This design comes from an exercise in tuning for small area and a short achievable clock period on the open sky130 flow, not from production work. Only simulation tests tie the RTL to the original design; equivalence was not proved. Power is estimated from default activity; no workload was simulated.

## design/flow/run.sh

```bash
#!/bin/bash
# synth_recipe.tcl (not shown) runs the flow's synth.tcl, then flattens the netlist and writes it again
# the make line also repeats each setting of config.mk as NAME=value (left out here)
make -C /OpenROAD-flow-scripts/flow DESIGN_CONFIG=/design/flow/config.mk WORK_HOME=/design/flow/orfs CLKGATE_MAP_FILE= SYNTH_SCRIPT=/design/flow/synth_recipe.tcl finish
```

## design/flow/config.mk

```make
export PLATFORM = sky130hd
export DESIGN_NAME = APB_top
export DESIGN_NICKNAME = APB_top
export VERILOG_FILES = /design/flow/design.v
export SDC_FILE = /design/flow/constraint.sdc
export NUM_CORES = 4
export LEC_CHECK = 0
export CAP_MARGIN = 20
export CORE_MARGIN = 2
export CORE_UTILIZATION = 40
export PLACE_DENSITY = 0.6
export SLEW_MARGIN = 20
```

## design/flow/constraint.sdc

```tcl
create_clock -name core_clock -period 5.0 [get_ports {PCLK}]
set_input_delay 1.0000 -clock core_clock [delete_from_list [all_inputs] [get_ports {PCLK}]]
set_output_delay 1.0000 -clock core_clock [all_outputs]
set_load 0.01 [all_outputs]
```

## design/flow/design.v

```verilog
module APB_master(input Transfer,               
                  input Wr_Rd,                  
                  input [4:0] Address,          
                  input [31:0] write_data,      
                  output reg [31:0] read_data,  
                  input PCLK,                   
                  input PRESETn,                
                  input PREADY,                 
                  input [31:0] PRDATA,          
                  input PSLVERR,                
                  output [4:0] PADDR,           
                  output PSELx,                 
                  output PENABLE,               
                  output PWRITE,                
                  output [31:0] PWDATA);        
    parameter IDLE = 2'b00, SETUP = 2'b01, ACCESS = 2'b10;
    (* fsm_encoding = "none" *) reg [1:0] ps;
    reg [1:0] ns;
    reg [4:0]  paddr_q;
    reg        pwrite_q;
    reg [31:0] pwdata_q;
    wire setup_open = PRESETn && Transfer && (ps == SETUP);
    always @(posedge PCLK) begin
        if (!PRESETn)
            ps <= IDLE;
        else
            ps <= ns;
    end
    always @(*) begin
        if (!PRESETn  || !Transfer)
            ns = IDLE;
        else
        begin
            case (ps)
                IDLE:    ns = SETUP;
                SETUP:   ns = PSLVERR ? IDLE : ACCESS;
                ACCESS:  ns = PSLVERR ? IDLE : (PREADY ? SETUP : ACCESS);
                default: ns = IDLE;
            endcase
        end
    end
    assign PSELx   = (ps == SETUP) || (ps == ACCESS);
    assign PENABLE = (ps == ACCESS);
    always @(posedge PCLK) begin
        if (setup_open) begin
            paddr_q  <= Address;
            pwrite_q <= Wr_Rd;
            if (Wr_Rd)
                pwdata_q <= write_data;
        end
    end
    assign PADDR  = setup_open ? Address : paddr_q;
    assign PWRITE = setup_open ? Wr_Rd   : pwrite_q;
    assign PWDATA = (setup_open && Wr_Rd) ? write_data : pwdata_q;
    always @(posedge PCLK) begin
        if (PRESETn && PSELx && PENABLE && PREADY && !PSLVERR && !PWRITE)
            read_data <= PRDATA;
    end
endmodule
module APB_slave(input PCLK,                
                 input PRESETn,             
                 input [4:0] PADDR,         
                 input PSELx,               
                 input PENABLE,             
                 input PWRITE,              
                 input [31:0]PWDATA,        
                 output PREADY,             
                 output [31:0] PRDATA,      
                 output PSLVERR);           
    reg [31:0] mem [0:31];  
    assign PREADY  = PRESETn && PSELx && PENABLE;
    assign PSLVERR = 1'b0;
    always @(posedge PCLK) begin
        if (PRESETn && PSELx && PENABLE && PWRITE)
            mem[PADDR] <= PWDATA;
    end
    assign PRDATA = mem[PADDR];
endmodule
module APB_top(input PCLK,
               input PRESETn,
               input Transfer,
               input Wr_Rd,
               input [4:0] Address,
               input [31:0] write_data,
               output [31:0] read_data);
    wire [4:0] PADDR;
    wire [31:0] PWDATA,PRDATA;
    wire PSELx,PENABLE,PWRITE,PREADY,PSLVERR;
    APB_master Design_master(Transfer,Wr_Rd,Address,write_data,read_data,PCLK,PRESETn,PREADY,PRDATA,PSLVERR,PADDR,PSELx,PENABLE,PWRITE,PWDATA);
    APB_slave Design_slave(PCLK,PRESETn,PADDR,PSELx,PENABLE,PWRITE,PWDATA,PREADY,PRDATA,PSLVERR);
endmodule
```

==> results of run 1 <==
==> registers in the layout (all words and copies together) (netlist names) <==
register	flops
Design_master.pwrite_q	1
Design_master.read_data	32
Design_slave.mem	1024
Design_master.ps	2
Design_master.pwdata_q	32
Design_master.paddr_q	5
==> worst max-delay path, stage by stage <==
cell	delay [ns]
clkdlybuf4s50_1	0.58
nand4b_4	0.35
mux2i_4	0.56
buf_12	0.24
buf_12	0.23
mux4_2	0.53
a22oi_1	0.52
nand4_1	0.17
==> cells in the final DEF, fill, tap and decap left out, types with 3 or more instances in the layout <==
master           synthesis  final
buf_4                   12     82
nand3_2                  0      4
nand4_1                 32     32
bufinv_16                0     12
clkinvlp_4               0      5
buf_12                   0     27
and2_1                   8      8
nand2_1                356    355
clkinv_16                0      3
inv_2                    4      4
mux2_2                  33     32
mux2i_4                  4      4
clkinv_2                 0     23
a22oi_1                115    115
nand3_1                121    117
clkdlybuf4s50_1          0     72
edfxtp_1              1088   1088
clkinv_1                 0     22
nor2b_1                  6      6
mux4_2                 141    141
a21oi_1                241    241
clkbuf_1                46     23
nor3_2                   0      5
nor2_4                   0     32
dfxtp_1                  8      8
clkbuf_16                0    110
==> power by group <==
group	internal, mW	switching, mW
registers	10.1	0.0147
logic	1.12	1.81
clock network	4.67	3.46
==> area by class of cell <==
class / instances / area [sq um]
timing repair buffer: 181 / 1880
inverter: 6 / 27.5
fill: 8741 / 54900
clock inverter: 68 / 723
multi-input combinational: 1102 / 8450
tap: 1380 / 1730
clock buffer: 133 / 2840
antenna: 1 / 2.50
sequential: 1096 / 32800
==> through the flow <==
step           area, sq um  setup WS [ns]
2_1_floorplan        41700          0.866
4_1_cts              48500           1.15
3_5_place_dp         44900          0.430
5_1_grt              48500          0.968
6_report             48500           1.14
3_3_place_gp         44900          0.511
==> cell families after synthesis <==
family	after synthesis
DFF	1096
muxes	178
AOI/OAI and AO/OA	358
buffers and inverters	140
and+or+nand+nor	566
==> path summary, 6_finish.rpt <==
kind	end	slack, ns	from
worst max-delay path	Design_master.read_data[3]	1.14	PRESETn
worst min-delay path	Design_master.pwrite_q	0.48	Design_master.pwrite_q
worst max register to register	Design_master.read_data[3]	1.61	Design_master.ps[0]
worst min register to register	Design_master.pwrite_q	0.48	Design_master.pwrite_q
==> layer usage <==
| metal | wire length, um | GRT usage (%) |
|---|---|---|
| met3 | 8670 | 4.31 |
| met1 | 44000 | 27.8 |
| met5 | 99 | 0.577 |
| met2 | 52100 | 32.5 |
| met4 | 3860 | 7.74 |
==> results.py, run 1 <==
metrics = {
    "detailed_routing": {
        "detail-route-antenna-nets": 0,
        "drc": 0,
        "drt_pass1_iterations": 6,
        "vias": 22500,
        "drt-vias-per-instance": 5.66,
        "wl_um": 109000,
        "routedWlPerCell_um": 27.4,
        "drtIter0Drc": 2558,
    },
    "timing": {
        "fin_skew_ns": 0.0329,
        "hold_viol_final": 0,
        "max_slew.worst_pin.slew_ns": 1.09,
        "rsz0062_at_grt": "false",
        "drv_slew": 0,
        "slew_headroom_pct": 27.0,
        "min_period_ns": 3.86,
        "setup_viol_count_final": 0,
        "min_period_over_period_pct": 77.2,
        "setup_tns_ns": 0,
        "max_clock_freq_ghz": 0.259,
        "holdWs_ns": 0.482,
    },
    "logic_synthesis": {
        "async_reset_ff_share_pct": 0,
        "synth-simple-area-share_pct": 5.82,
        "ys_ff_latch": 1096,
        "avgSynthCellArea_sq_um": 17.8,
        "synth_common_cells": "edfxtp_1 (1088), nand2_1 (356), a21oi_1 (241), mux4_2 (141), nand3_1 (121)",
        "synthesis.nets": 2379,
        "synth-main-ff-cell": "edfxtp_1",
        "synthDistinctLibCells": 24,
        "synth_compound_area_share_pct": 5.00,
        "synth_fa_ha_area_share_pct": 0,
        "synth_edf_count": 1088,
        "muxShareOfSynthArea_pct": 8.73,
        "seq_area_frac_synth_pct": 78.8,
        "syn_inst": 2338,
        "synth_area_leaders": "edfxtp_1 (78%), mux4_2 (7.6%), nand2_1 (3.2%)",
        "ys.warnings.count": 2,
        "synth_top_cell_by_area": "edfxtp_1",
        "synth_top_family_by_area": "multiplexers",
        "synth_most_common_cell": "edfxtp_1",
        "synth_top_area_share_pct": 78.4,
        "syn_area_sq_um": 41700,
        "synth-xor-area-share_pct": 0,
    },
    "placed_design": {
        "gp_congestion": 0.810,
        "place.port_buffers": 72,
        "dp_cells": 3765,
        "hpwl_um": 60900,
    },
    "clock_network": {
        "clk_latency_ns": 0.70,
        "ctsResizeCount": 0,
        "htreeDepth": 3,
        "clkTransAtPathRegs_ns": 0.06,
        "hold_buffers": 0,
        "cts_made_buffers": 109,
        "cts_sinks": 1096,
        "postCtsSetupRepairBufs": 0,
        "clk_root_buffer_cell": "clkbuf_16",
        "cts_tree": "yes",
        "cts.path.max_buffers": 3,
    },
    "global_route": {
        "grt_pass1_vias": 22600,
        "grt_pass1_wl_um": 158000,
        "grt_antenna_before_repair": 1,
        "grt_usage_pct": 20.5,
        "grt_max_degree": 158,
        "grt_overflow": 0,
    },
    "die": {
        "die_w_um": 327,
        "initial_core_util_pct": 40.3,
        "die_area_sq_um": 107000,
        "io_pins": 73,
        "core_sq_um": 103000,
        "die_h_um": 327,
        "num_rows": 118,
    },
    "critical_path": {
        "reg2regPathDepth": 7,
        "worstSetupPathType": "in -> reg",
        "arrival_ns": 4.25,
        "crit_fanout": 30,
        "end_kind": "flip-flop",
        "crit_required_ns": 5.39,
        "crit_path_start_kind": "input port",
    },
    "power": {
        "p_leak_nw": 15.3,
        "p_per_area_nw_per_um2": 436,
        "ir_drop_mv": 0.292,
        "totalPowerFinal_mw": 21.1,
    },
    "min_path": {
        "holdPathStages": 2,
        "hp-class": "reg -> reg",
    },
    "flow_run": {
        "max-cap-violations": 0,
    },
    "layout": {
        "final_util_pct": 46.9,
        "drive_gt1_share_pct": 19.0,
        "syn2layout_area_growth_pct": 16.4,
        "final_nets": 2537,
        "layoutNonFillerInstCount": 3967,
    },
    "outcome": {
        "status": "complete, no violations",
    },
}
==> run 2: changes to the inputs <==
==> design/flow/design.v (replaced) <==
module APB_master(input             PCLK,
                  input             PRESETn,
                  input             Transfer,
                  input             Wr_Rd,
                  input      [4:0]  Address,
                  input      [31:0] write_data,
                  output reg [31:0] read_data,
                  input      [31:0] PRDATA,    
                  output reg [31:0] PSEL_ROW,  
                  output reg [31:0] PWDATA,
                  output            PWEN,      
                  output            PACCESS);
    reg st_setup, st_access;
    reg pwrite_q;
    wire go = PRESETn & Transfer;
    always @(posedge PCLK) begin
        st_setup  <= go & ~st_setup;
        st_access <= go & st_setup;
    end
    always @(posedge PCLK) begin
        PSEL_ROW <= 32'd1 << Address;
        pwrite_q <= Wr_Rd;
        PWDATA   <= write_data;
    end
    assign PACCESS = st_access;
    assign PWEN    = PRESETn & st_access & pwrite_q;
    always @(posedge PCLK) begin
        if (PRESETn & st_access & ~pwrite_q)
            read_data <= PRDATA;
    end
endmodule
module APB_slave(input         PCLK,
                 input  [31:0] PSEL_ROW,
                 input  [31:0] PWDATA,
                 input         PWEN,
                 output [31:0] PRDATA);
    reg [31:0] mem [0:31];
    integer i;
    always @(posedge PCLK) begin
        for (i = 0; i < 32; i = i + 1)
            if (PWEN & PSEL_ROW[i])
                mem[i] <= PWDATA;
    end
    reg [31:0] rd;
    always @(*) begin
        rd = 32'd0;
        for (i = 0; i < 32; i = i + 1)
            rd = rd | (mem[i] & {32{PSEL_ROW[i]}});
    end
    assign PRDATA = rd;
endmodule
module APB_top(input PCLK,
               input PRESETn,
               input Transfer,
               input Wr_Rd,
               input [4:0] Address,
               input [31:0] write_data,
               output [31:0] read_data);
    wire [31:0] PSEL_ROW, PWDATA, PRDATA;
    wire        PWEN, PACCESS;
    APB_master Design_master(.PCLK(PCLK), .PRESETn(PRESETn), .Transfer(Transfer),
                             .Wr_Rd(Wr_Rd), .Address(Address), .write_data(write_data),
                             .read_data(read_data), .PRDATA(PRDATA), .PSEL_ROW(PSEL_ROW),
                             .PWDATA(PWDATA), .PWEN(PWEN), .PACCESS(PACCESS));
    APB_slave Design_slave(.PCLK(PCLK), .PSEL_ROW(PSEL_ROW), .PWDATA(PWDATA),
                           .PWEN(PWEN), .PRDATA(PRDATA));
endmodule
--- a/design/flow/config.mk
+++ b/design/flow/config.mk
@@ -11,2 +11,3 @@
 export PLACE_DENSITY = 0.6
+export SETUP_SLACK_MARGIN = 3.0
 export SLEW_MARGIN = 20
==> results.py, run 2 <==
metrics = {
    "layout": {
        "drive_gt1_share_pct": 21.7,
        "final_nets": 2199,
        "final_cell_mix": "edfxtp_1 (1056), a22oi_1 (420), nand4_1 (128)",
        "top_register": "Design_slave.mem",
        "mostFrequentLayoutCell": "edfxtp_1",
        "syn2layout_area_growth_pct": 17.1,
        "layoutNonFillerInstCount": 3553,
        "largest_reg_flops": 1024,
        "fillCellCount": 7969,
        "stdcell_area_sq_um": 46100,
    },
    "min_path": {
        "whs_endpoint": "Design_master.st_setup",
        "hp-class": "reg -> reg",
        "hp-start": "Design_master.st_setup",
        "holdPathStages": 1,
    },
    "logic_synthesis": {
        "synthDistinctLibCells": 21,
        "synth_compound_area_share_pct": 9.77,
        "synth_fa_ha_area_share_pct": 0,
        "avgSynthCellArea_sq_um": 19.6,
        "synth_area_leaders": "edfxtp_1 (81%), a22oi_1 (9.8%), dfxtp_1 (3.4%)",
        "muxShareOfSynthArea_pct": 0,
        "seq_area_frac_synth_pct": 84.0,
        "synth_top_cell_by_area": "edfxtp_1",
        "syn_inst": 2012,
        "ys.warnings.count": 3,
        "synth-main-ff-cell": "edfxtp_1",
        "synth-xor-area-share_pct": 0,
        "synth_top_family_by_area": "compound AO/OA/AOI/OAI gates",
        "synth-simple-area-share_pct": 3.74,
        "async_reset_ff_share_pct": 0,
        "syn_area_sq_um": 39300,
        "ys_ff_latch": 1123,
        "synth_top_area_share_pct": 80.6,
        "synth_common_cells": "edfxtp_1 (1056), a22oi_1 (512), nand4_1 (128), dfxtp_1 (67), buf_6 (53)",
        "synth_edf_count": 1056,
        "synth_most_common_cell": "edfxtp_1",
        "synthesis.nets": 2053,
    },
    "clock_network": {
        "clkTransAtPathRegs_ns": 0.06,
        "htreeDepth": 3,
        "clk_latency_ns": 0.70,
        "clk_root_buffer_cell": "clkbuf_16",
        "cts.path.max_buffers": 3,
        "cts_tree": "yes",
        "cts_sinks": 1123,
        "hold_buffers": 0,
        "cts_made_buffers": 111,
    },
    "critical_path": {
        "crit_chain": "buf_2",
        "arrival_ns": 1.42,
        "path_depth": 1,
        "crit_path_start_kind": "flip-flop",
        "end_kind": "output port",
        "slowest_stage": "edfxtp_1",
        "crit_required_ns": 4.00,
        "worstSetupPathType": "reg -> out",
        "reg2regPathDepth": 5,
        "r2r-end": "Design_master.read_data[15]",
        "timing.rr.start": "Design_master.PSEL_ROW[3]",
        "cp_slowest_stage_delay_ns": 0.52,
        "reg2reg_slack_ns": 2.88,
        "cp_num_buf_inv": 1,
        "crit_fanout": 1,
        "cp_top_family": "flip-flops",
    },
    "timing": {
        "holdWs_ns": 0.406,
        "setup_viol_count_final": 0,
        "max_slew.worst_pin.slew_ns": 1.07,
        "fin_skew_ns": 0.0293,
        "min_period_ns": 2.42,
        "hold_viol_final": 0,
        "setup_tns_ns": 0,
        "max_clock_freq_ghz": 0.414,
        "drv_slew": 0,
        "slew_headroom_pct": 28.6,
        "min_period_over_period_pct": 48.4,
        "rsz0062_at_grt": "true",
    },
    "power": {
        "p_per_area_nw_per_um2": 413,
        "p_leak_nw": 14.1,
        "ir_drop_mv": 0.323,
    },
    "global_route": {
        "grt_overflow": 0,
        "grt_max_degree": 35,
        "grt_usage_pct": 22.5,
        "grt_antenna_before_repair": 17,
        "grt_pass1_vias": 20000,
        "grt_pass1_wl_um": 156000,
    },
    "flow_run": {
        "max-cap-violations": 0,
    },
    "detailed_routing": {
        "detail-route-antenna-nets": 0,
        "drc": 0,
        "drtIter0Drc": 3337,
        "vias": 21500,
        "wl_um": 123000,
        "drt-vias-per-instance": 6.06,
        "routedWlPerCell_um": 34.6,
        "drt_pass1_iterations": 5,
    },
    "outcome": {
        "status": "complete, no violations",
    },
    "placed_design": {
        "gp_congestion": 0.878,
        "hpwl_um": 68800,
        "dp_cells": 3237,
        "place_area_sq_um": 40800,
        "place.port_buffers": 72,
    },
    "die": {
        "io_pins": 73,
        "die_area_sq_um": 101000,
        "die_h_um": 318,
        "initial_core_util_pct": 40.1,
        "core_sq_um": 98000,
        "num_rows": 115,
        "die_w_um": 318,
    },
}
-- run 2: timing repair --
item                                    4_1_cts  5_1_grt
gates cloned                                 18        7
endpoints found under the setup margin     1120      185
buffers inserted                              6       64
pin swaps                                    24       59
gates resized for setup                     257       69
-- run 2: how the worst max path moves through the flow --
stage                                startpoint                        to
finish              Design_master.read_data[26]             read_data[26]
CTS                 Design_master.read_data[18]             read_data[18]
floorplan                               PRESETn   Design_slave.mem[10][0]
global placement                        PRESETn  Design_slave.mem[31][14]
global route        Design_master.read_data[18]             read_data[18]
detailed placement                      PRESETn  Design_slave.mem[15][17]
-- run 2: metrics by stage --
step                      worst slack [ns]  power (mW)  util [%]
after floorplan                       2.74        10.7         -
after global placement                1.60        11.0      41.7
after detailed placement              1.55        11.0      41.7
after CTS                             2.53        19.0      45.8
after global routing                  2.54        19.5      47.0
final                                 2.58        19.0      47.0
-- run 2: area by class of cell --
cell class | count | area [sq um] | area share (%)
diodes | 13 | 32.5 | 0.0706
repair buffers | 142 | 1560 | 3.39
multi-input cells | 780 | 6110 | 13.3
clock buffers | 138 | 2930 | 6.36
well taps | 1287 | 1610 | 3.50
flip-flops and latches | 1123 | 33200 | 72.1
clock inverters | 70 | 599 | 1.30
-- run 2: per-layer routing --
| layer | global-route usage [%] | share of wire, % | up-vias | routed length (um) |
|---|---|---|---|---|
| li1 | - | - | 8809 | - |
| met1 | 30.4 | 38 | 11300 | 46700 |
| met2 | 37.5 | 48 | 1259 | 59200 |
| met3 | 3.80 | 10 | 187 | 12800 |
| met4 | 6.67 | 3.2 | 6 | 3970 |
| met5 | 0 | 0.033 | - | 41 |
-- run 2: cell families (layout without fill, tap and decap cells) --
group           after synthesis  after routing
simple gates                243            268
compound gates              512            512
other cells                   0             13
buf+inv                     134            350
flops                      1123           1123
-- run 2: power breakdown --
part	leakage [nW]	switching (mW)	internal, mW	total (mW)
Clock	1.74	3.57	4.58	8.15
Sequential	10.1	0.250	10.3	10.5
Combinational	2.29	0.204	0.133	0.337
Total	14.1	4.02	15.0	19.0
==> run 3: changes to the inputs <==
--- a/design/flow/config.mk
+++ b/design/flow/config.mk
@@ -11,3 +11,3 @@
 export PLACE_DENSITY = 0.6
-export SETUP_SLACK_MARGIN = 3.0
+export SETUP_SLACK_MARGIN = 2.6
 export SLEW_MARGIN = 20
==> results.py, run 3 <==
metrics = {
    "clock_network": {
        "clk_latency_ns": 0.70,
        "cts_sinks": 1123,
        "cts_tree": "yes",
        "postCtsSetupRepairBufs": 0,
        "cts.path.max_buffers": 3,
        "htreeDepth": 3,
        "hold_buffers": 0,
        "clkTransAtPathRegs_ns": 0.06,
        "clk_root_buffer_cell": "clkbuf_16",
        "cts_made_buffers": 108,
    },
    "detailed_routing": {
        "routedWlPerCell_um": 31.3,
        "drt_pass1_iterations": 5,
        "drc": 0,
        "drt-vias-per-instance": 5.95,
        "detail-route-antenna-nets": 0,
        "vias": 20500,
        "drtIter0Drc": 2618,
        "wl_um": 108000,
    },
    "placed_design": {
        "gp_congestion": 0.923,
        "place.port_buffers": 72,
        "dp_cells": 3239,
        "hpwl_um": 67000,
    },
    "critical_path": {
        "end_kind": "flip-flop",
        "cp_top_family": "buffers and inverters",
        "crit_fanout": 32,
        "worstSetupPathType": "in -> reg",
        "arrival_ns": 2.84,
        "slowest_stage": "clkdlybuf4s50_1",
        "cp_slowest_stage_delay_ns": 0.58,
        "cp_num_buf_inv": 2,
        "crit_required_ns": 5.31,
        "crit_path_start_kind": "input port",
        "crit_chain": "clkdlybuf4s50_1 -> and3_1 -> buf_4 -> and2_4",
    },
    "logic_synthesis": {
        "ys_ff_latch": 1123,
        "seq_area_frac_synth_pct": 84.0,
        "synth_edf_count": 1056,
        "synth_top_cell_by_area": "edfxtp_1",
        "synthDistinctLibCells": 21,
        "async_reset_ff_share_pct": 0,
        "synth_common_cells": "edfxtp_1 (1056), a22oi_1 (512), nand4_1 (128), dfxtp_1 (67), buf_6 (53)",
        "syn_area_sq_um": 39300,
        "avgSynthCellArea_sq_um": 19.6,
        "syn_inst": 2012,
        "synth_top_area_share_pct": 80.6,
        "synth_area_leaders": "edfxtp_1 (81%), a22oi_1 (9.8%), dfxtp_1 (3.4%)",
        "synthesis.nets": 2053,
        "synth-main-ff-cell": "edfxtp_1",
        "synth_most_common_cell": "edfxtp_1",
        "ys.warnings.count": 3,
    },
    "timing": {
        "min_period_ns": 2.53,
        "rsz0062_at_grt": "true",
        "min_period_over_period_pct": 50.7,
        "fin_skew_ns": 0.0399,
        "max_clock_freq_ghz": 0.395,
        "slew_headroom_pct": 32.1,
        "max_slew.worst_pin.slew_ns": 1.02,
        "setup_tns_ns": 0,
        "hold_viol_final": 0,
        "setup_viol_count_final": 0,
        "holdWs_ns": 0.407,
        "drv_slew": 0,
    },
    "global_route": {
        "grt_antenna_before_repair": 10,
        "grt_usage_pct": 21.1,
        "grt_pass1_vias": 19700,
        "grt_pass1_wl_um": 149000,
        "grt_max_degree": 34,
        "grt_overflow": 0,
    },
    "power": {
        "seqPwrFrac_pct": 55.1,
        "internal_power_mw": 15.2,
        "p_per_area_nw_per_um2": 430,
        "combPwrFrac_pct": 1.6,
        "p_leak_nw": 13.5,
        "switchingPower_mw": 4.00,
        "p_sw_share_pct": 20.9,
        "ir_drop_mv": 0.304,
        "p_clk_share_pct": 43.3,
    },
    "layout": {
        "layoutNonFillerInstCount": 3452,
        "final_cell_mix": "edfxtp_1 (1056), a22oi_1 (505), nand4_1 (128)",
        "syn2layout_area_growth_pct": 13.2,
        "regArea_sq_um": 33100,
        "fillCellCount": 8133,
        "mostFrequentLayoutCell": "edfxtp_1",
        "largest_reg_flops": 1024,
        "final_nets": 2103,
        "top_register": "Design_slave.mem",
        "multi_input_area_sq_um": 5440,
        "drive_gt1_share_pct": 13.5,
    },
    "die": {
        "die_h_um": 318,
        "initial_core_util_pct": 40.1,
        "die_area_sq_um": 101000,
        "core_sq_um": 98000,
        "num_rows": 115,
        "die_w_um": 318,
        "io_pins": 73,
    },
    "outcome": {
        "status": "complete, no violations",
    },
    "flow_run": {
        "max-cap-violations": 0,
    },
    "min_path": {
        "hp-class": "reg -> reg",
    },
}
## run 3: changes by cell type in the layout (fill, tap and decap cells not counted), sizes merged, moves of 2 or more
cell and delta:
and2 -22, and3 -2, buf -91, bufinv +3
clkdlybuf4s15 +7, clkinv -12, clkinvlp +7, dlygate4sd2 +14
inv -3
## run 3: cells by family after synthesis
group	share of synthesized area (%)
flops	84.0
buf+inv	2.47
simple gates	3.74
compound gates	9.77
## run 3: metrics by stage
| step | setup slack, ns | power [mW] | util (%) | cell area (sq um) |
|---|---|---|---|---|
| after detailed placement | 1.60 | 11.1 | 41.7 | 40800 |
| after global placement | 1.63 | 11.1 | 41.7 | 40800 |
| final | 2.47 | 19.2 | 45.4 | 44500 |
| after global routing | 2.45 | 19.6 | 45.4 | 44500 |
| after floorplan | 2.60 | 10.7 | - | 39400 |
| after CTS | 2.32 | 19.3 | 45.4 | 44400 |
## run 3: worst paths after layout
| kind | depth (start not counted) | startpoint | slack, ns | endpoint |
|---|---|---|---|---|
| worst max-delay path | 4 | PRESETn | 2.47 | Design_slave.mem[23][27] |
| worst min-delay path | 1 | Design_master.st_setup | 0.41 | Design_master.st_setup |
| worst max register to register | 3 | Design_master.PSEL_ROW[0] | 2.55 | Design_master.read_data[6] |
| worst min register to register | 1 | Design_master.st_setup | 0.41 | Design_master.st_setup |
## run 3: power by group through the flow
stage	Sequential, mW	Combinational (mW)	Clock (mW)
after floorplan	10.6	0.154	0
after global placement	10.8	0.308	0
after detailed placement	10.8	0.309	0
after CTS	10.6	0.310	8.39
after global routing	10.6	0.314	8.75
final	10.6	0.314	8.30
## run 3: cell type report
class | instances | share of cell area (%)
diodes | 12 | 0.0674
repair buffers | 74 | 1.52
clock inverters | 65 | 1.61
multi-input cells | 755 | 12.2
well taps | 1287 | 3.62
flip-flops and latches | 1123 | 74.4
clock buffers | 136 | 6.58
## run 3: timing repair
item | CTS | global route
endpoints found under the hold margin | 0 | 0
pin swaps | 1 | 0
endpoints found under the setup margin | 1060 | 1032
resized for setup | 72 | 38
## run 3: worst reg2reg max path, stage by stage, from the launching register on
cell     delay [ns]
dfxtp_2        0.53
a22oi_1        0.57
nand4_1        0.36
or4_1          0.65
## run 3: per-layer routing
| layer | vias up | routed length [um] | global-route usage, % |
|---|---|---|---|
| met4 | 0 | 3890 | 7.65 |
| met1 | 10800 | 44000 | 29.4 |
| met2 | 1029 | 51800 | 34.2 |
| li1 | 8580 | - | - |
| met3 | 178 | 8450 | 2.88 |
| met5 | - | 0 | 0 |
==> run 4: changes to the inputs <==
--- a/design/flow/config.mk
+++ b/design/flow/config.mk
@@ -11,3 +11,2 @@
 export PLACE_DENSITY = 0.6
-export SETUP_SLACK_MARGIN = 2.6
 export SLEW_MARGIN = 20
==> results.py, run 4 <==
metrics = {
    "outcome": {
        "status": "complete, no violations",
    },
    "layout": {
        "top_register": "Design_slave.mem",
        "syn2layout_area_growth_pct": 12.9,
        "final_nets": 2104,
        "final_util_pct": 45.3,
        "mostFrequentLayoutCell": "edfxtp_1",
        "drive_gt1_share_pct": 12.2,
        "final_cell_mix": "edfxtp_1 (1056), a22oi_1 (512), nand4_1 (128)",
        "fillCellCount": 8140,
        "largest_reg_flops": 1024,
    },
    "timing": {
        "max_slew.worst_pin.slew_ns": 1.15,
        "drv_slew": 0,
        "max_clock_freq_ghz": 0.326,
        "setup_viol_count_final": 0,
        "setup_tns_ns": 0,
        "slew_headroom_pct": 23.1,
        "min_period_over_period_pct": 61.3,
        "fin_skew_ns": 0.0403,
        "rsz0062_at_grt": "false",
        "min_period_ns": 3.06,
        "hold_viol_final": 0,
    },
    "critical_path": {
        "crit_required_ns": 5.28,
        "worstSetupPathType": "in -> reg",
        "reg2regPathDepth": 3,
        "arrival_ns": 3.34,
        "crit_fanout": 32,
        "crit_path_start_kind": "input port",
        "end_kind": "flip-flop",
        "reg2reg_slack_ns": 2.42,
    },
    "logic_synthesis": {
        "muxShareOfSynthArea_pct": 0,
        "seq_area_frac_synth_pct": 84.0,
        "synth_top_area_share_pct": 80.6,
        "synthesis.nets": 2053,
        "synthDistinctLibCells": 21,
        "avgSynthCellArea_sq_um": 19.6,
        "syn_area_sq_um": 39300,
        "async_reset_ff_share_pct": 0,
        "ys.warnings.count": 3,
        "synth-xor-area-share_pct": 0,
        "synth_fa_ha_area_share_pct": 0,
        "synth_edf_count": 1056,
        "syn_inst": 2012,
        "synth_top_family_by_area": "compound AO/OA/AOI/OAI gates",
        "synth_most_common_cell": "edfxtp_1",
        "synth_common_cells": "edfxtp_1 (1056), a22oi_1 (512), nand4_1 (128), dfxtp_1 (67), buf_6 (53)",
        "synth-main-ff-cell": "edfxtp_1",
        "synth_top_cell_by_area": "edfxtp_1",
        "synth_area_leaders": "edfxtp_1 (81%), a22oi_1 (9.8%), dfxtp_1 (3.4%)",
        "ys_ff_latch": 1123,
        "synth_compound_area_share_pct": 9.77,
        "synth-simple-area-share_pct": 3.74,
    },
    "clock_network": {
        "htreeDepth": 3,
        "clk_root_buffer_cell": "clkbuf_16",
        "clk_latency_ns": 0.69,
        "hold_buffers": 0,
        "cts_made_buffers": 110,
        "postCtsSetupRepairBufs": 0,
        "cts_sinks": 1123,
        "cts_tree": "yes",
        "clkTransAtPathRegs_ns": 0.06,
        "cts.path.max_buffers": 3,
        "ctsResizeCount": 0,
    },
    "detailed_routing": {
        "wl_um": 115000,
        "drc": 0,
        "drt_pass1_iterations": 6,
        "vias": 21100,
        "routedWlPerCell_um": 33.2,
        "detail-route-antenna-nets": 0,
        "drt-vias-per-instance": 6.11,
        "drtIter0Drc": 3288,
    },
    "placed_design": {
        "hpwl_um": 72300,
        "gp_congestion": 0.922,
        "place.port_buffers": 72,
    },
    "die": {
        "core_sq_um": 98000,
        "num_rows": 115,
        "initial_core_util_pct": 40.1,
        "io_pins": 73,
        "die_w_um": 318,
        "die_h_um": 318,
        "die_area_sq_um": 101000,
    },
    "flow_run": {
        "max-cap-violations": 0,
    },
    "power": {
        "p_leak_nw": 13.5,
        "ir_drop_mv": 0.221,
        "p_per_area_nw_per_um2": 429,
    },
    "global_route": {
        "grt_pass1_wl_um": 155000,
        "grt_pass1_vias": 19500,
        "grt_usage_pct": 22.2,
        "grt_overflow": 0,
        "grt_max_degree": 34,
        "grt_antenna_before_repair": 15,
    },
    "min_path": {
        "holdPathStages": 1,
        "hp-class": "reg -> reg",
    },
}
run 4: cell counts after synthesis:
No cell type changed its count.
run 4: routing by layer:
metal  track usage (%)  wire [um]  vias up
li1                  -          -     8560
met1              31.9      45500    11000
met2              33.2      51500     1341
met3              4.71      12900      210
met4              8.85       4720        8
met5                 0         45        -
run 4: cell type report:
type | instances | area, sq um | area share [%]
Clock inverter | 55 | 463 | 1.04
Timing Repair Buffer | 73 | 728 | 1.64
Tap cell | 1287 | 1610 | 3.62
Multi-Input combinational cell | 755 | 5360 | 12.1
Antenna cell | 4 | 10.0 | 0.0225
Clock buffer | 152 | 3120 | 7.02
Sequential cell | 1123 | 33100 | 74.6
run 4: cell families after synthesis:
family	Yosys count
buf+inv	134
simple gates	243
flops	1123
compound gates	512
run 4: path summary, 6_finish.rpt:
path                                    from                     endpoint
hold / removal        Design_master.st_setup       Design_master.st_setup
setup / recovery                     PRESETn      Design_slave.mem[6][31]
hold reg to reg       Design_master.st_setup       Design_master.st_setup
setup reg to reg  Design_master.PSEL_ROW[21]  Design_master.read_data[24]
run 4: stage by stage:
step / area, sq um / worst slack, ns / power (mW) / hold slack, ns / std cells
final: 44400 / 1.94 / 19.1 / 0.405 / 3449
after detailed placement: 40800 / 1.29 / 11.1 / 0.395 / 3238
after global routing: 44400 / 1.93 / 19.5 / 0.425 / 3445
after floorplan: 39300 / 2.17 / 10.7 / 0.383 / 2012
after CTS: 44400 / 2.00 / 19.1 / 0.403 / 3445
after global placement: 40800 / 1.29 / 11.1 / 0.393 / 3238
run 4: worst max-delay path: stages:
cell             delay [ns]
clkdlybuf4s50_1        0.52
and3_2                 0.89
and2_2                 0.86
run 4: power breakdown:
group | internal, mW | switching [mW]
clock network | 4.71 | 3.49
logic | 0.103 | 0.200
registers | 10.3 | 0.263
==> run 5: changes to the inputs <==
--- a/design/flow/design.v
+++ b/design/flow/design.v
@@ -11,3 +11,4 @@
                   output            PWEN,      
-                  output            PACCESS);
+                  output            PACCESS,
+                  output            PREAD);    
     reg st_setup, st_access;
@@ -25,7 +26,7 @@
     assign PACCESS = st_access;
+    assign PREAD   = st_access & ~pwrite_q;
     assign PWEN    = PRESETn & st_access & pwrite_q;
-    always @(posedge PCLK) begin
-        if (PRESETn & st_access & ~pwrite_q)
-            read_data <= PRDATA;
-    end
+    wire rd_hold = ~(PRESETn & st_access & ~pwrite_q);
+    always @(posedge PCLK)
+        read_data <= ({32{PRESETn}} & PRDATA) | ({32{rd_hold}} & read_data);
 endmodule
@@ -35,2 +36,3 @@
                  input         PWEN,
+                 input         PREAD,
                  output [31:0] PRDATA);
@@ -47,3 +49,3 @@
         for (i = 0; i < 32; i = i + 1)
-            rd = rd | (mem[i] & {32{PSEL_ROW[i]}});
+            rd = rd | (mem[i] & {32{PSEL_ROW[i] & PREAD}});
     end
@@ -59,3 +61,3 @@
     wire [31:0] PSEL_ROW, PWDATA, PRDATA;
-    wire        PWEN, PACCESS;
+    wire        PWEN, PACCESS, PREAD;
     APB_master Design_master(.PCLK(PCLK), .PRESETn(PRESETn), .Transfer(Transfer),
@@ -63,5 +65,6 @@
                              .read_data(read_data), .PRDATA(PRDATA), .PSEL_ROW(PSEL_ROW),
-                             .PWDATA(PWDATA), .PWEN(PWEN), .PACCESS(PACCESS));
+                             .PWDATA(PWDATA), .PWEN(PWEN), .PACCESS(PACCESS),
+                             .PREAD(PREAD));
     APB_slave Design_slave(.PCLK(PCLK), .PSEL_ROW(PSEL_ROW), .PWDATA(PWDATA),
-                           .PWEN(PWEN), .PRDATA(PRDATA));
+                           .PWEN(PWEN), .PREAD(PREAD), .PRDATA(PRDATA));
 endmodule
--- a/design/flow/config.mk
+++ b/design/flow/config.mk
@@ -10,3 +10,6 @@
 export CORE_UTILIZATION = 40
+export CTS_CLUSTER_DIAMETER = 100
+export CTS_CLUSTER_SIZE = 30
 export PLACE_DENSITY = 0.6
+export SETUP_SLACK_MARGIN = 3.3
 export SLEW_MARGIN = 20
==> results.py, run 5 <==
metrics = {
    "die": {
        "die_w_um": 318,
        "initial_core_util_pct": 40.2,
        "num_rows": 115,
        "core_sq_um": 97800,
        "io_pins": 73,
        "die_h_um": 318,
        "die_area_sq_um": 101000,
    },
    "timing": {
        "fin_skew_ns": 0.0240,
        "max_clock_freq_ghz": 0.449,
        "drv_slew": 0,
        "hold_viol_final": 0,
        "min_period_ns": 2.23,
        "rsz0062_at_grt": "true",
        "holdWs_ns": 0.429,
        "setup_slack_ns": 2.77,
        "min_period_over_period_pct": 44.5,
        "slew_headroom_pct": 19.1,
        "max_slew.worst_pin.slew_ns": 1.21,
        "setup_tns_ns": 0,
        "setup_viol_count_final": 0,
    },
    "global_route": {
        "grt_max_degree": 65,
        "grt_pass1_vias": 20800,
        "grt_pass1_wl_um": 168000,
        "grt_antenna_before_repair": 10,
        "grt_overflow": 0,
        "grt_usage_pct": 24.1,
    },
    "layout": {
        "final_nets": 2319,
        "layoutNonFillerInstCount": 3603,
        "final_util_pct": 46.9,
        "top_register": "Design_slave.mem",
        "largest_reg_flops": 1024,
        "drive_gt1_share_pct": 27.2,
        "stdcell_area_sq_um": 45900,
        "mostFrequentLayoutCell": "edfxtp_1",
        "syn2layout_area_growth_pct": 16.7,
        "final_cell_mix": "edfxtp_1 (1024), a22oi_1 (346), a22oi_2 (166)",
    },
    "clock_network": {
        "cts_made_buffers": 44,
        "cts_tree": "yes",
        "clk_root_buffer_cell": "clkbuf_16",
        "clkTransAtPathRegs_ns": 0.11,
        "cts.path.max_buffers": 3,
        "cts_sinks": 1123,
        "htreeDepth": 2,
        "clk_latency_ns": 0.64,
    },
    "critical_path": {
        "reg2reg_slack_ns": 2.77,
        "arrival_ns": 2.73,
        "crit_fanout": 8,
        "slowest_stage": "nand4_1",
        "crit_chain": "buf_12 -> buf_8 -> buf_4 -> a22oi_2 -> nand4_1 -> nor4_4 -> o21ai_1",
        "startpoint": "Design_master.PSEL_ROW[14]",
        "end_kind": "flip-flop",
        "timing.rr.start": "Design_master.PSEL_ROW[14]",
        "r2r-end": "Design_master.read_data[10]",
        "crit_end": "Design_master.read_data[10]",
        "worstSetupPathType": "reg -> reg",
        "crit_required_ns": 5.51,
        "cp_num_buf_inv": 3,
        "cp_top_family": "simple AND/OR/NAND/NOR gates",
        "cp_slowest_stage_delay_ns": 0.56,
        "crit_path_start_kind": "flip-flop",
        "reg2regPathDepth": 7,
        "path_depth": 7,
    },
    "logic_synthesis": {
        "synth_top_cell_by_area": "edfxtp_1",
        "synth_top_area_share_pct": 78.2,
        "syn_inst": 2081,
        "async_reset_ff_share_pct": 0,
        "synth_top_family_by_area": "compound AO/OA/AOI/OAI gates",
        "synth_fa_ha_area_share_pct": 0,
        "avgSynthCellArea_sq_um": 18.9,
        "synth-main-ff-cell": "edfxtp_1",
        "muxShareOfSynthArea_pct": 0,
        "synth-simple-area-share_pct": 3.94,
        "seq_area_frac_synth_pct": 83.2,
        "ys_ff_latch": 1123,
        "synth_edf_count": 1024,
        "synthesis.nets": 2122,
        "synth_area_leaders": "edfxtp_1 (78%), a22oi_1 (9.8%), dfxtp_1 (5.0%)",
        "synth_compound_area_share_pct": 10.2,
        "synthDistinctLibCells": 23,
        "synth_common_cells": "edfxtp_1 (1024), a22oi_1 (512), nand4_1 (128), dfxtp_1 (99), buf_6 (57)",
        "ys.warnings.count": 3,
        "synth_most_common_cell": "edfxtp_1",
        "syn_area_sq_um": 39300,
        "synth-xor-area-share_pct": 0,
    },
    "detailed_routing": {
        "vias": 22700,
        "routedWlPerCell_um": 35.9,
        "drtIter0Drc": 4079,
        "detail-route-antenna-nets": 0,
        "drt-vias-per-instance": 6.31,
        "drc": 0,
        "wl_um": 129000,
        "drt_pass1_iterations": 5,
    },
    "power": {
        "p_per_area_nw_per_um2": 344,
        "p_leak_nw": 13.9,
        "totalPowerFinal_mw": 15.8,
        "ir_drop_mv": 0.275,
    },
    "placed_design": {
        "place.port_buffers": 72,
        "place_area_sq_um": 40900,
        "dp_cells": 3318,
        "gp_congestion": 0.890,
        "pre_cts_ws_ns": 1.88,
        "hpwl_um": 72100,
    },
    "min_path": {
        "hp-class": "reg -> reg",
    },
    "flow_run": {
        "max-cap-violations": 0,
    },
    "outcome": {
        "status": "complete, no violations",
    },
}
==> run 5: cell types whose count changed after synthesis, sizes merged, moves of 31 or more <==
cell	change
dfxtp	+32
nor4	+32
o21ai	+32
edfxtp	-32
nand2	+31
or4	-32
==> run 5: where the power goes <==
group / switching [mW] / internal [mW]
registers: 0.267 / 10.3
clock network: 2.78 / 1.80
logic: 0.382 / 0.281
total: 3.43 / 12.4
==> run 5: how the worst min path moves through the flow <==
stage,depth (start not counted),slack (ns),to,startpoint
after floorplan,1,0.38,Design_master.st_setup,Design_master.st_setup
after global placement,1,0.39,Design_master.st_setup,Design_master.st_setup
after detailed placement,1,0.42,Design_master.st_setup,Design_master.st_setup
after CTS,1,0.44,Design_master.st_setup,Design_master.st_setup
after global routing,1,0.46,Design_master.st_setup,Design_master.st_setup
final,1,0.43,Design_master.st_setup,Design_master.st_setup
==> run 5: area by class of cell <==
type	instances	area, sq um
tap	1287	1610
sequential	1123	32900
clock buffer	74	1230
clock inverter	6	82.6
timing repair buffer	231	2730
multi-input combinational	878	7330
antenna	4	10.0
fill	8009	51900
==> run 5: logic make-up after synthesis <==
logic type      count (synthesis)
compound gates                544
buf+inv                       140
flops                        1123
simple gates                  274
==> run 5: worst reg2reg max path: stages (launching register included) <==
cell	delay (ns)
dfxtp_4	0.39
buf_12	0.15
buf_8	0.13
buf_4	0.13
a22oi_2	0.25
nand4_1	0.56
nor4_4	0.41
o21ai_1	0.09
==> run 5: layer usage <==
layer,part of all wire (%),vias up,track usage [%]
li1,-,9060,-
met1,37,11800,32.5
met2,46,1586,38.6
met3,12,247,5.11
met4,4.9,12,8.94
met5,0.068,-,0
==> run 5: repair_timing <==
item	in CTS	in global routing
setup buffers	85	39
endpoints found under the setup margin	1090	513
hold buffers	0	0
pin swaps	150	91
gates resized for setup	522	63
cloned	41	36
==> run 6: changes to the inputs <==
--- a/design/flow/config.mk
+++ b/design/flow/config.mk
@@ -10,4 +10,2 @@
 export CORE_UTILIZATION = 40
-export CTS_CLUSTER_DIAMETER = 100
-export CTS_CLUSTER_SIZE = 30
 export PLACE_DENSITY = 0.6
==> results.py, run 6 <==
metrics = {
    "logic_synthesis": {
        "async_reset_ff_share_pct": 0,
        "seq_area_frac_synth_pct": 83.2,
        "synth_top_cell_by_area": "edfxtp_1",
        "synth-main-ff-cell": "edfxtp_1",
        "synth_most_common_cell": "edfxtp_1",
        "ys_ff_latch": 1123,
        "synthesis.nets": 2122,
        "synth_common_cells": "edfxtp_1 (1024), a22oi_1 (512), nand4_1 (128), dfxtp_1 (99), buf_6 (57)",
        "synthDistinctLibCells": 23,
        "syn_inst": 2081,
        "synth_top_area_share_pct": 78.2,
        "ys.warnings.count": 3,
        "avgSynthCellArea_sq_um": 18.9,
        "synth_area_leaders": "edfxtp_1 (78%), a22oi_1 (9.8%), dfxtp_1 (5.0%)",
        "synth_edf_count": 1024,
        "syn_area_sq_um": 39300,
    },
    "detailed_routing": {
        "routedWlPerCell_um": 34.5,
        "vias": 22900,
        "drc": 0,
        "drt_pass1_iterations": 5,
        "wl_um": 128000,
        "drtIter0Drc": 3615,
        "drt-vias-per-instance": 6.18,
        "detail-route-antenna-nets": 0,
    },
    "critical_path": {
        "crit_path_start_kind": "flip-flop",
        "crit_top_cell": "buf_12",
        "r2r-end": "Design_master.read_data[10]",
        "crit_fanout": 7,
        "timing.rr.start": "Design_master.PSEL_ROW[14]",
        "end_kind": "flip-flop",
        "crit_chain": "buf_12 -> buf_12 -> a22oi_2 -> nand4_1 -> nor4_4 -> o21ai_1",
        "cp_slowest_stage_delay_ns": 0.61,
        "arrival_ns": 2.75,
        "worstSetupPathType": "reg -> reg",
        "reg2regPathDepth": 6,
        "crit_required_ns": 5.55,
        "reg2reg_slack_ns": 2.80,
        "slowest_stage": "nand4_1",
    },
    "placed_design": {
        "dp_cells": 3318,
        "hpwl_um": 72100,
        "place.port_buffers": 72,
        "gp_congestion": 0.890,
    },
    "die": {
        "die_area_sq_um": 101000,
        "die_h_um": 318,
        "die_w_um": 318,
        "core_sq_um": 97800,
        "io_pins": 73,
        "num_rows": 115,
        "initial_core_util_pct": 40.2,
    },
    "layout": {
        "final_nets": 2354,
        "top_register": "Design_slave.mem",
        "multi_input_area_sq_um": 7160,
        "layoutNonFillerInstCount": 3701,
        "final_cell_mix": "edfxtp_1 (1024), a22oi_1 (337), a22oi_2 (175)",
        "regArea_sq_um": 32900,
        "fillCellCount": 7829,
        "syn2layout_area_growth_pct": 22.0,
        "drive_gt1_share_pct": 29.6,
        "largest_reg_flops": 1024,
        "mostFrequentLayoutCell": "edfxtp_1",
    },
    "clock_network": {
        "cts_tree": "yes",
        "cts_sinks": 1123,
        "clkTransAtPathRegs_ns": 0.06,
        "htreeDepth": 3,
        "clk_latency_ns": 0.69,
        "cts_made_buffers": 111,
        "hold_buffers": 0,
        "cts.path.max_buffers": 3,
        "clk_root_buffer_cell": "clkbuf_16",
    },
    "min_path": {
        "whs_endpoint": "Design_master.st_setup",
        "hp-class": "reg -> reg",
        "holdPathStages": 1,
        "hp-start": "Design_master.st_setup",
    },
    "power": {
        "p_per_area_nw_per_um2": 408,
        "p_leak_nw": 14.9,
        "ir_drop_mv": 0.271,
    },
    "timing": {
        "max_slew.worst_pin.slew_ns": 1.19,
        "slew_headroom_pct": 20.6,
        "min_period_ns": 2.20,
        "setup_tns_ns": 0,
        "min_period_over_period_pct": 44.1,
        "hold_viol_final": 0,
        "fin_skew_ns": 0.0337,
        "drv_slew": 0,
        "rsz0062_at_grt": "true",
        "setup_viol_count_final": 0,
        "max_clock_freq_ghz": 0.454,
    },
    "global_route": {
        "grt_max_degree": 65,
        "grt_antenna_before_repair": 5,
        "grt_usage_pct": 24.7,
        "grt_pass1_wl_um": 173000,
        "grt_pass1_vias": 21700,
        "grt_overflow": 0,
    },
    "outcome": {
        "status": "complete, no violations",
    },
    "flow_run": {
        "max-cap-violations": 0,
    },
}
==> run 6: cell counts after synthesis <==
No cell type changed its count.
==> run 6: area by class of cell <==
type                    count  area share [%]
multi-input cells         854            14.9
well taps                1287            3.36
clock inverters            70            1.39
repair buffers            223            5.46
flip-flops and latches   1123            68.6
clock buffers             140            6.23
diodes                      4          0.0209
==> run 6: power by group <==
group | total (mW) | switching (mW) | internal (mW)
clock | 8.35 | 3.56 | 4.80
combinational | 0.657 | 0.377 | 0.280
sequential | 10.6 | 0.267 | 10.3
==> run 6: cells by family (layout without fill, tap and decap cells) <==
logic type	Yosys count	after routing	synth area share (%)
buffers and inverters	140	433	2.64
other	0	4	0
DFF	1123	1123	83.2
AOI/OAI and AO/OA	544	544	10.2
and+or+nand+nor	274	310	3.94
==> run 6: how the worst max path moves through the flow <==
stage                          startpoint                          end  slack [ns]  cells past startpoint
3_3_place_gp                      PRESETn     Design_slave.mem[11][12]        1.91                      3
4_1_cts        Design_master.read_data[1]                 read_data[1]        2.81                      1
2_1_floorplan                     PRESETn      Design_slave.mem[21][0]        2.96                      3
3_5_place_dp                      PRESETn     Design_slave.mem[18][20]        1.88                      3
5_1_grt        Design_master.read_data[1]                 read_data[1]        2.82                      1
6_report       Design_master.PSEL_ROW[14]  Design_master.read_data[10]        2.80                      6
==> run 6: routing by layer <==
metal / up-vias / GRT usage [%] / part of all wire, %
met3: 307 / 5.78 / 11
met4: 6 / 9.94 / 4.8
met2: 1546 / 39.4 / 47
li1: 9191 / - / -
met5: - / 0 / 0.031
met1: 11800 / 32.8 / 37
==> run 6: worst max-delay path, delay by kind of cell (launching register included) <==
kind            cells  cell delay (ns)
buf+inv             2             0.29
flops               1             0.37
compound gates      2             0.39
simple gates        2             1.01
==> run 6: timing repair <==
| action | 4_1_cts | 5_1_grt |
|---|---|---|
| buffers inserted | 80 | 44 |
| setup endpoints to repair | 1089 | 163 |
| pin swaps | 158 | 76 |
| gates resized for setup | 522 | 55 |
| hold endpoints to repair | 0 | 0 |
| cloned | 41 | 4 |
==> run 6: metrics by stage <==
stage	area, sq um	utilization (%)	hold WS, ns	worst slack [ns]	power (mW)
6_report	48000	49.0	0.421	2.80	19.6
5_1_grt	47900	49.0	0.453	2.82	20.0
4_1_cts	47300	48.3	0.428	2.81	19.6
3_5_place_dp	40900	41.8	0.420	1.88	11.3
3_3_place_gp	40900	41.8	0.394	1.91	11.3
2_1_floorplan	39400	-	0.383	2.96	10.8
==> run 7: changes to the inputs <==
--- a/design/flow/config.mk
+++ b/design/flow/config.mk
@@ -11,3 +11,3 @@
 export PLACE_DENSITY = 0.6
-export SETUP_SLACK_MARGIN = 3.3
+export SETUP_SLACK_MARGIN = 3.0
 export SLEW_MARGIN = 20
==> results.py, run 7 <==
metrics = {
    "power": {
        "p_leak_nw": 14.1,
        "p_clk_share_pct": 42.4,
        "seqPwrFrac_pct": 54.5,
        "switchingPower_mw": 3.98,
        "p_sw_share_pct": 20.6,
        "p_per_area_nw_per_um2": 422,
        "ir_drop_mv": 0.286,
        "totalPowerFinal_mw": 19.3,
        "internal_power_mw": 15.4,
        "combPwrFrac_pct": 3.1,
    },
    "layout": {
        "largest_reg_flops": 1024,
        "final_util_pct": 46.8,
        "final_nets": 2248,
        "final_cell_mix": "edfxtp_1 (1024), a22oi_1 (475), nand4_1 (128)",
        "syn2layout_area_growth_pct": 16.5,
        "top_register": "Design_slave.mem",
        "stdcell_area_sq_um": 45800,
        "mostFrequentLayoutCell": "edfxtp_1",
        "fillCellCount": 8115,
        "drive_gt1_share_pct": 19.6,
    },
    "critical_path": {
        "cp_num_buf_inv": 1,
        "cp_slowest_stage_delay_ns": 0.36,
        "worstSetupPathType": "reg -> out",
        "timing.rr.start": "Design_master.PSEL_ROW[3]",
        "reg2reg_slack_ns": 2.98,
        "crit_required_ns": 4.00,
        "slowest_stage": "dfxtp_4",
        "end_kind": "output port",
        "crit_fanout": 2,
        "crit_chain": "buf_6",
        "arrival_ns": 1.15,
        "r2r-end": "Design_master.read_data[20]",
        "crit_path_start_kind": "flip-flop",
        "cp_top_family": "flip-flops",
        "reg2regPathDepth": 5,
    },
    "timing": {
        "holdWs_ns": 0.401,
        "min_period_over_period_pct": 42.9,
        "setup_tns_ns": 0,
        "max_clock_freq_ghz": 0.466,
        "setup_viol_count_final": 0,
        "drv_slew": 0,
        "fin_skew_ns": 0.0202,
        "rsz0062_at_grt": "true",
        "max_slew.worst_pin.slew_ns": 1.00,
        "min_period_ns": 2.15,
        "slew_headroom_pct": 33.4,
        "hold_viol_final": 0,
    },
    "global_route": {
        "grt_max_degree": 45,
        "grt_pass1_vias": 20000,
        "grt_overflow": 0,
        "grt_usage_pct": 21.2,
        "grt_antenna_before_repair": 3,
        "grt_pass1_wl_um": 152000,
    },
    "clock_network": {
        "clk_latency_ns": 0.66,
        "cts_sinks": 1123,
        "cts.path.max_buffers": 3,
        "clk_root_buffer_cell": "clkbuf_16",
        "htreeDepth": 3,
        "clkTransAtPathRegs_ns": 0.06,
        "cts_tree": "yes",
        "hold_buffers": 0,
        "cts_made_buffers": 108,
    },
    "detailed_routing": {
        "detail-route-antenna-nets": 0,
        "vias": 21500,
        "wl_um": 112000,
        "drtIter0Drc": 3339,
        "drc": 0,
        "routedWlPerCell_um": 31.2,
        "drt_pass1_iterations": 5,
        "drt-vias-per-instance": 5.98,
    },
    "outcome": {
        "status": "complete, no violations",
    },
    "placed_design": {
        "place_area_sq_um": 41000,
        "hpwl_um": 66100,
        "place.port_buffers": 72,
        "gp_congestion": 0.876,
    },
    "logic_synthesis": {
        "synth_common_cells": "edfxtp_1 (1024), a22oi_1 (512), nand4_1 (128), dfxtp_1 (99), buf_6 (57)",
        "seq_area_frac_synth_pct": 83.2,
        "synth-main-ff-cell": "edfxtp_1",
        "synth_top_area_share_pct": 78.2,
        "synth_edf_count": 1024,
        "avgSynthCellArea_sq_um": 18.9,
        "synthDistinctLibCells": 23,
        "synth_top_cell_by_area": "edfxtp_1",
        "synthesis.nets": 2122,
        "ys_ff_latch": 1123,
        "syn_area_sq_um": 39300,
        "async_reset_ff_share_pct": 0,
        "syn_inst": 2081,
        "synth_area_leaders": "edfxtp_1 (78%), a22oi_1 (9.8%), dfxtp_1 (5.0%)",
        "ys.warnings.count": 3,
        "synth_most_common_cell": "edfxtp_1",
    },
    "min_path": {
        "whs_endpoint": "Design_master.st_setup",
        "holdPathStages": 1,
        "hp-start": "Design_master.st_setup",
        "hp-class": "reg -> reg",
    },
    "die": {
        "io_pins": 73,
        "core_sq_um": 97800,
        "die_area_sq_um": 101000,
        "die_w_um": 318,
        "num_rows": 115,
        "initial_core_util_pct": 40.2,
        "die_h_um": 318,
    },
    "flow_run": {
        "max-cap-violations": 0,
    },
}
run 7: kinds of logic (layout without fill, tap and decap cells):
kind of cell | Yosys count | after routing | synth area share, %
AND/OR/NAND/NOR | 274 | 301 | 3.94
AO/OA/AOI/OAI | 544 | 544 | 10.2
buffers and inverters | 140 | 331 | 2.64
other | 0 | 2 | 0
flip-flops | 1123 | 1123 | 83.2
run 7: final cells by class:
cell class	count	area, sq um	area share [%]
Timing Repair Buffer	129	1410	3.09
Clock inverter	47	453	0.989
Tap cell	1287	1610	3.52
Clock buffer	155	3140	6.85
Antenna cell	2	5.00	0.0109
Sequential cell	1123	32900	71.8
Multi-Input combinational cell	845	6300	13.8
run 7: repair_timing:
item | 4_1_cts | 5_1_grt
pin swaps | 51 | 32
cloned | 14 | 16
setup buffers | 7 | 14
resized for setup | 278 | 78
endpoints found under the setup margin | 1088 | 406
run 7: stage by stage:
| stage | setup WS (ns) | cells |
|---|---|---|
| 4_1_cts | 2.75 | 3556 |
| 3_3_place_gp | 1.68 | 3333 |
| 2_1_floorplan | 2.94 | 2081 |
| 6_report | 2.85 | 3588 |
| 3_5_place_dp | 1.57 | 3333 |
| 5_1_grt | 2.84 | 3587 |
run 7: worst max-delay path by stage:
stage | startpoint | endpoint | depth (start not counted)
2_1_floorplan | PRESETn | Design_slave.mem[30][0] | 2
3_3_place_gp | PRESETn | Design_slave.mem[31][1] | 3
3_5_place_dp | PRESETn | Design_slave.mem[31][18] | 3
4_1_cts | Design_master.read_data[24] | read_data[24] | 1
5_1_grt | Design_master.read_data[1] | read_data[1] | 1
6_report | Design_master.read_data[1] | read_data[1] | 1
run 7: power groups by stage:
stage	Sequential, mW	Clock (mW)	Combinational, mW
2_1_floorplan	10.6	0	0.192
3_3_place_gp	10.7	0	0.522
5_1_grt	10.5	8.62	0.626
3_5_place_dp	10.7	0	0.526
4_1_cts	10.5	8.27	0.575
6_report	10.5	8.21	0.596
run 7: per-layer routing:
metal / wire length (um) / up-vias / track usage, %
met1: 46800 / 11100 / 31.5
met4: 3510 / 2 / 6.83
met5: 10 / - / 0
met2: 49900 / 1236 / 31.3
li1: - / 8948 / -
met3: 11900 / 144 / 4.57
==> run 8: changes to the inputs <==
--- a/design/flow/config.mk
+++ b/design/flow/config.mk
@@ -10,2 +10,3 @@
 export CORE_UTILIZATION = 40
+export CTS_BUF_LIST = sky130_fd_sc_hd__clkbuf_8
 export PLACE_DENSITY = 0.6
==> results.py, run 8 <==
metrics = {
    "outcome": {
        "status": "complete, no violations",
    },
    "global_route": {
        "grt_max_degree": 45,
        "grt_usage_pct": 21.9,
        "grt_overflow": 0,
        "grt_pass1_wl_um": 155000,
        "grt_antenna_before_repair": 2,
        "grt_pass1_vias": 20800,
    },
    "clock_network": {
        "cts_tree": "yes",
        "clkTransAtPathRegs_ns": 0.06,
        "clk_root_buffer_cell": "clkbuf_8",
        "cts_made_buffers": 175,
        "hold_buffers": 0,
        "htreeDepth": 4,
        "cts_sinks": 1123,
        "cts.path.max_buffers": 3,
        "clk_latency_ns": 0.83,
    },
    "timing": {
        "min_period_ns": 2.30,
        "setup_tns_ns": 0,
        "fin_skew_ns": 0.0323,
        "holdWs_ns": 0.400,
        "slew_headroom_pct": 31.7,
        "hold_viol_final": 0,
        "min_period_over_period_pct": 46.0,
        "max_slew.worst_pin.slew_ns": 1.02,
        "drv_slew": 0,
        "setup_viol_count_final": 0,
        "max_clock_freq_ghz": 0.434,
        "rsz0062_at_grt": "true",
    },
    "layout": {
        "final_util_pct": 46.9,
        "mostFrequentLayoutCell": "edfxtp_1",
        "stdcell_area_sq_um": 45900,
        "regArea_sq_um": 32900,
        "final_nets": 2350,
        "syn2layout_area_growth_pct": 16.7,
        "drive_gt1_share_pct": 22.2,
        "largest_reg_flops": 1024,
        "top_register": "Design_slave.mem",
        "layoutNonFillerInstCount": 3732,
        "fillCellCount": 8216,
        "multi_input_area_sq_um": 6460,
        "final_cell_mix": "edfxtp_1 (1024), a22oi_1 (479), clkbuf_8 (192)",
    },
    "logic_synthesis": {
        "synth_edf_count": 1024,
        "synth_common_cells": "edfxtp_1 (1024), a22oi_1 (512), nand4_1 (128), dfxtp_1 (99), buf_6 (57)",
        "synthDistinctLibCells": 23,
        "ys.warnings.count": 3,
        "synthesis.nets": 2122,
        "async_reset_ff_share_pct": 0,
        "avgSynthCellArea_sq_um": 18.9,
        "seq_area_frac_synth_pct": 83.2,
        "ys_ff_latch": 1123,
        "syn_inst": 2081,
        "synth_area_leaders": "edfxtp_1 (78%), a22oi_1 (9.8%), dfxtp_1 (5.0%)",
        "synth_top_cell_by_area": "edfxtp_1",
        "synth_top_area_share_pct": 78.2,
        "synth_most_common_cell": "edfxtp_1",
        "syn_area_sq_um": 39300,
        "synth-main-ff-cell": "edfxtp_1",
    },
    "placed_design": {
        "gp_congestion": 0.876,
        "dp_cells": 3333,
        "place.port_buffers": 72,
        "hpwl_um": 66100,
        "place_area_sq_um": 41000,
    },
    "critical_path": {
        "cp_slowest_stage_delay_ns": 0.36,
        "arrival_ns": 1.30,
        "crit_chain": "buf_6",
        "end_kind": "output port",
        "crit_path_start_kind": "flip-flop",
        "slowest_stage": "dfxtp_4",
        "cp_num_buf_inv": 1,
        "cp_top_family": "flip-flops",
        "worstSetupPathType": "reg -> out",
        "crit_fanout": 2,
        "crit_required_ns": 4.00,
    },
    "die": {
        "num_rows": 115,
        "core_sq_um": 97800,
        "die_area_sq_um": 101000,
        "initial_core_util_pct": 40.2,
        "io_pins": 73,
        "die_h_um": 318,
        "die_w_um": 318,
    },
    "power": {
        "p_per_area_nw_per_um2": 402,
        "ir_drop_mv": 0.289,
        "p_leak_nw": 14.5,
    },
    "detailed_routing": {
        "wl_met2_um": 52400,
        "drtIter0Drc": 3182,
        "drc": 0,
        "routedWlPerCell_um": 30.9,
        "wl_um": 115000,
        "vias": 22200,
        "detail-route-antenna-nets": 0,
        "drt_pass1_iterations": 7,
        "drt-met1-wl_um": 47300,
        "met3_length_um": 12700,
        "drt-vias-per-instance": 5.94,
        "top_layer": "met5",
    },
    "flow_run": {
        "max-cap-violations": 0,
    },
    "min_path": {
        "hp-class": "reg -> reg",
    },
}
## run 8: cell count changes in the layout (fill, tap and decap cells not counted), moves of 7 or more
cell	delta
clkbuf_16	-112
buf_4	+17
buf_12	+7
buf_6	-7
clkbuf_1	-28
clkbuf_8	+178
inv_1	+75
and2_4	+15
## run 8: what timing repair did
item | in CTS | in global routing
endpoints found under the setup margin | 1088 | 549
cloned | 31 | 19
hold endpoints to repair | 0 | 0
gates resized for setup | 308 | 67
setup buffers | 9 | 27
pin swaps | 56 | 44
## run 8: report_power, final
part | total [mW] | switching, mW | internal [mW]
logic | 0.610 | 0.359 | 0.251
clock network | 7.31 | 3.51 | 3.80
registers | 10.5 | 0.224 | 10.3
## run 8: path summary, 6_finish.rpt
kind / startpoint / to / slack, ns / depth (start not counted)
min: Design_master.st_setup / Design_master.st_setup / 0.40 / 1
max reg2reg: Design_master.PSEL_ROW[8] / Design_master.read_data[3] / 2.96 / 5
min reg2reg: Design_master.st_setup / Design_master.st_setup / 0.40 / 1
max: Design_master.read_data[1] / read_data[1] / 2.70 / 1
## run 8: metrics by stage
| step | setup WS, ns | total power, mW |
|---|---|---|
| 2_1_floorplan | 2.94 | 10.8 |
| 3_3_place_gp | 1.68 | 11.2 |
| 3_5_place_dp | 1.57 | 11.2 |
| 4_1_cts | 2.64 | 18.5 |
| 5_1_grt | 2.66 | 19.0 |
| 6_report | 2.70 | 18.5 |
## run 8: final cells by class
class                           instances  share of cell area [%]
Antenna cell                            2                  0.0109
Tap cell                             1287                    3.51
Multi-Input combinational cell        863                    14.1
Sequential cell                      1123                    71.7
Timing Repair Buffer                  146                    3.59
Clock inverter                        120                    1.43
Clock buffer                          191                    5.73
## run 8: routing by layer
layer  GRT usage [%]  vias up
met5               0        -
met4            7.40        2
met3            5.76      165
met2            32.1     1301
met1            31.7    11500
li1                -     9189
## run 8: kinds of logic (layout without fill, tap and decap cells)
group / after synthesis / after routing / synth area share (%)
AND/OR/NAND/NOR: 274 / 319 / 3.94
other: 0 / 2 / 0
flip-flops: 1123 / 1123 / 83.2
AO/OA/AOI/OAI: 544 / 544 / 10.2
buffers and inverters: 140 / 457 / 2.64

-- afterwards: timing with drivers on the ports --
The results above use ideal ports. As a check the final layouts listed here were re-extracted and re-timed, cells and wires unchanged. Step 1 (the two cells are an assumption about what drives the block):
set clk [get_ports {PCLK}]
set_driving_cell -lib_cell sky130_fd_sc_hd__clkbuf_16 $clk
set_driving_cell -lib_cell sky130_fd_sc_hd__buf_2 [delete_from_list [all_inputs] $clk]
Step 2 adds t to the input delays and takes it off the output delays; t is the mean of the earliest and latest rising clock arrival at the registers after step 1. Input paths then give back, and output paths get back, about the clock's delay inside the block. a / b / c = ideal / step 1 / step 2; a / b = the first two.
run	shift t [ns]	slack for setup (ns)	worst setup path at the end	latest minus earliest clock arrival (ns)	worst register clock-pin slew, ns
run 1	0.749	1.142 / 1.174 / 0.425	input to register	0.034 / 0.034	0.07 / 0.07
run 2	0.756	2.582 / 2.515 / 2.272	input to register	0.033 / 0.033	0.07 / 0.07
run 3	0.744	2.467 / 2.490 / 1.761	input to register	0.044 / 0.044	0.07 / 0.07
run 4	0.736	1.936 / 1.978 / 1.242	input to register	0.047 / 0.046	0.07 / 0.07
run 5	0.691	2.773 / 2.770 / 2.593	input to register	0.028 / 0.028	0.12 / 0.12
run 6	0.743	2.796 / 2.777 / 2.573	input to register	0.038 / 0.038	0.07 / 0.07
run 7	0.724	2.855 / 2.786 / 2.270	input to register	0.021 / 0.022	0.07 / 0.07
run 8	0.876	2.698 / 2.635 / 2.312	input to register	0.042 / 0.042	0.07 / 0.07
After both steps setup and hold are still met in every run listed. The setup slack of run 1, which loses most, moves by +0.032 ns with the drivers and by -0.717 ns with both steps.
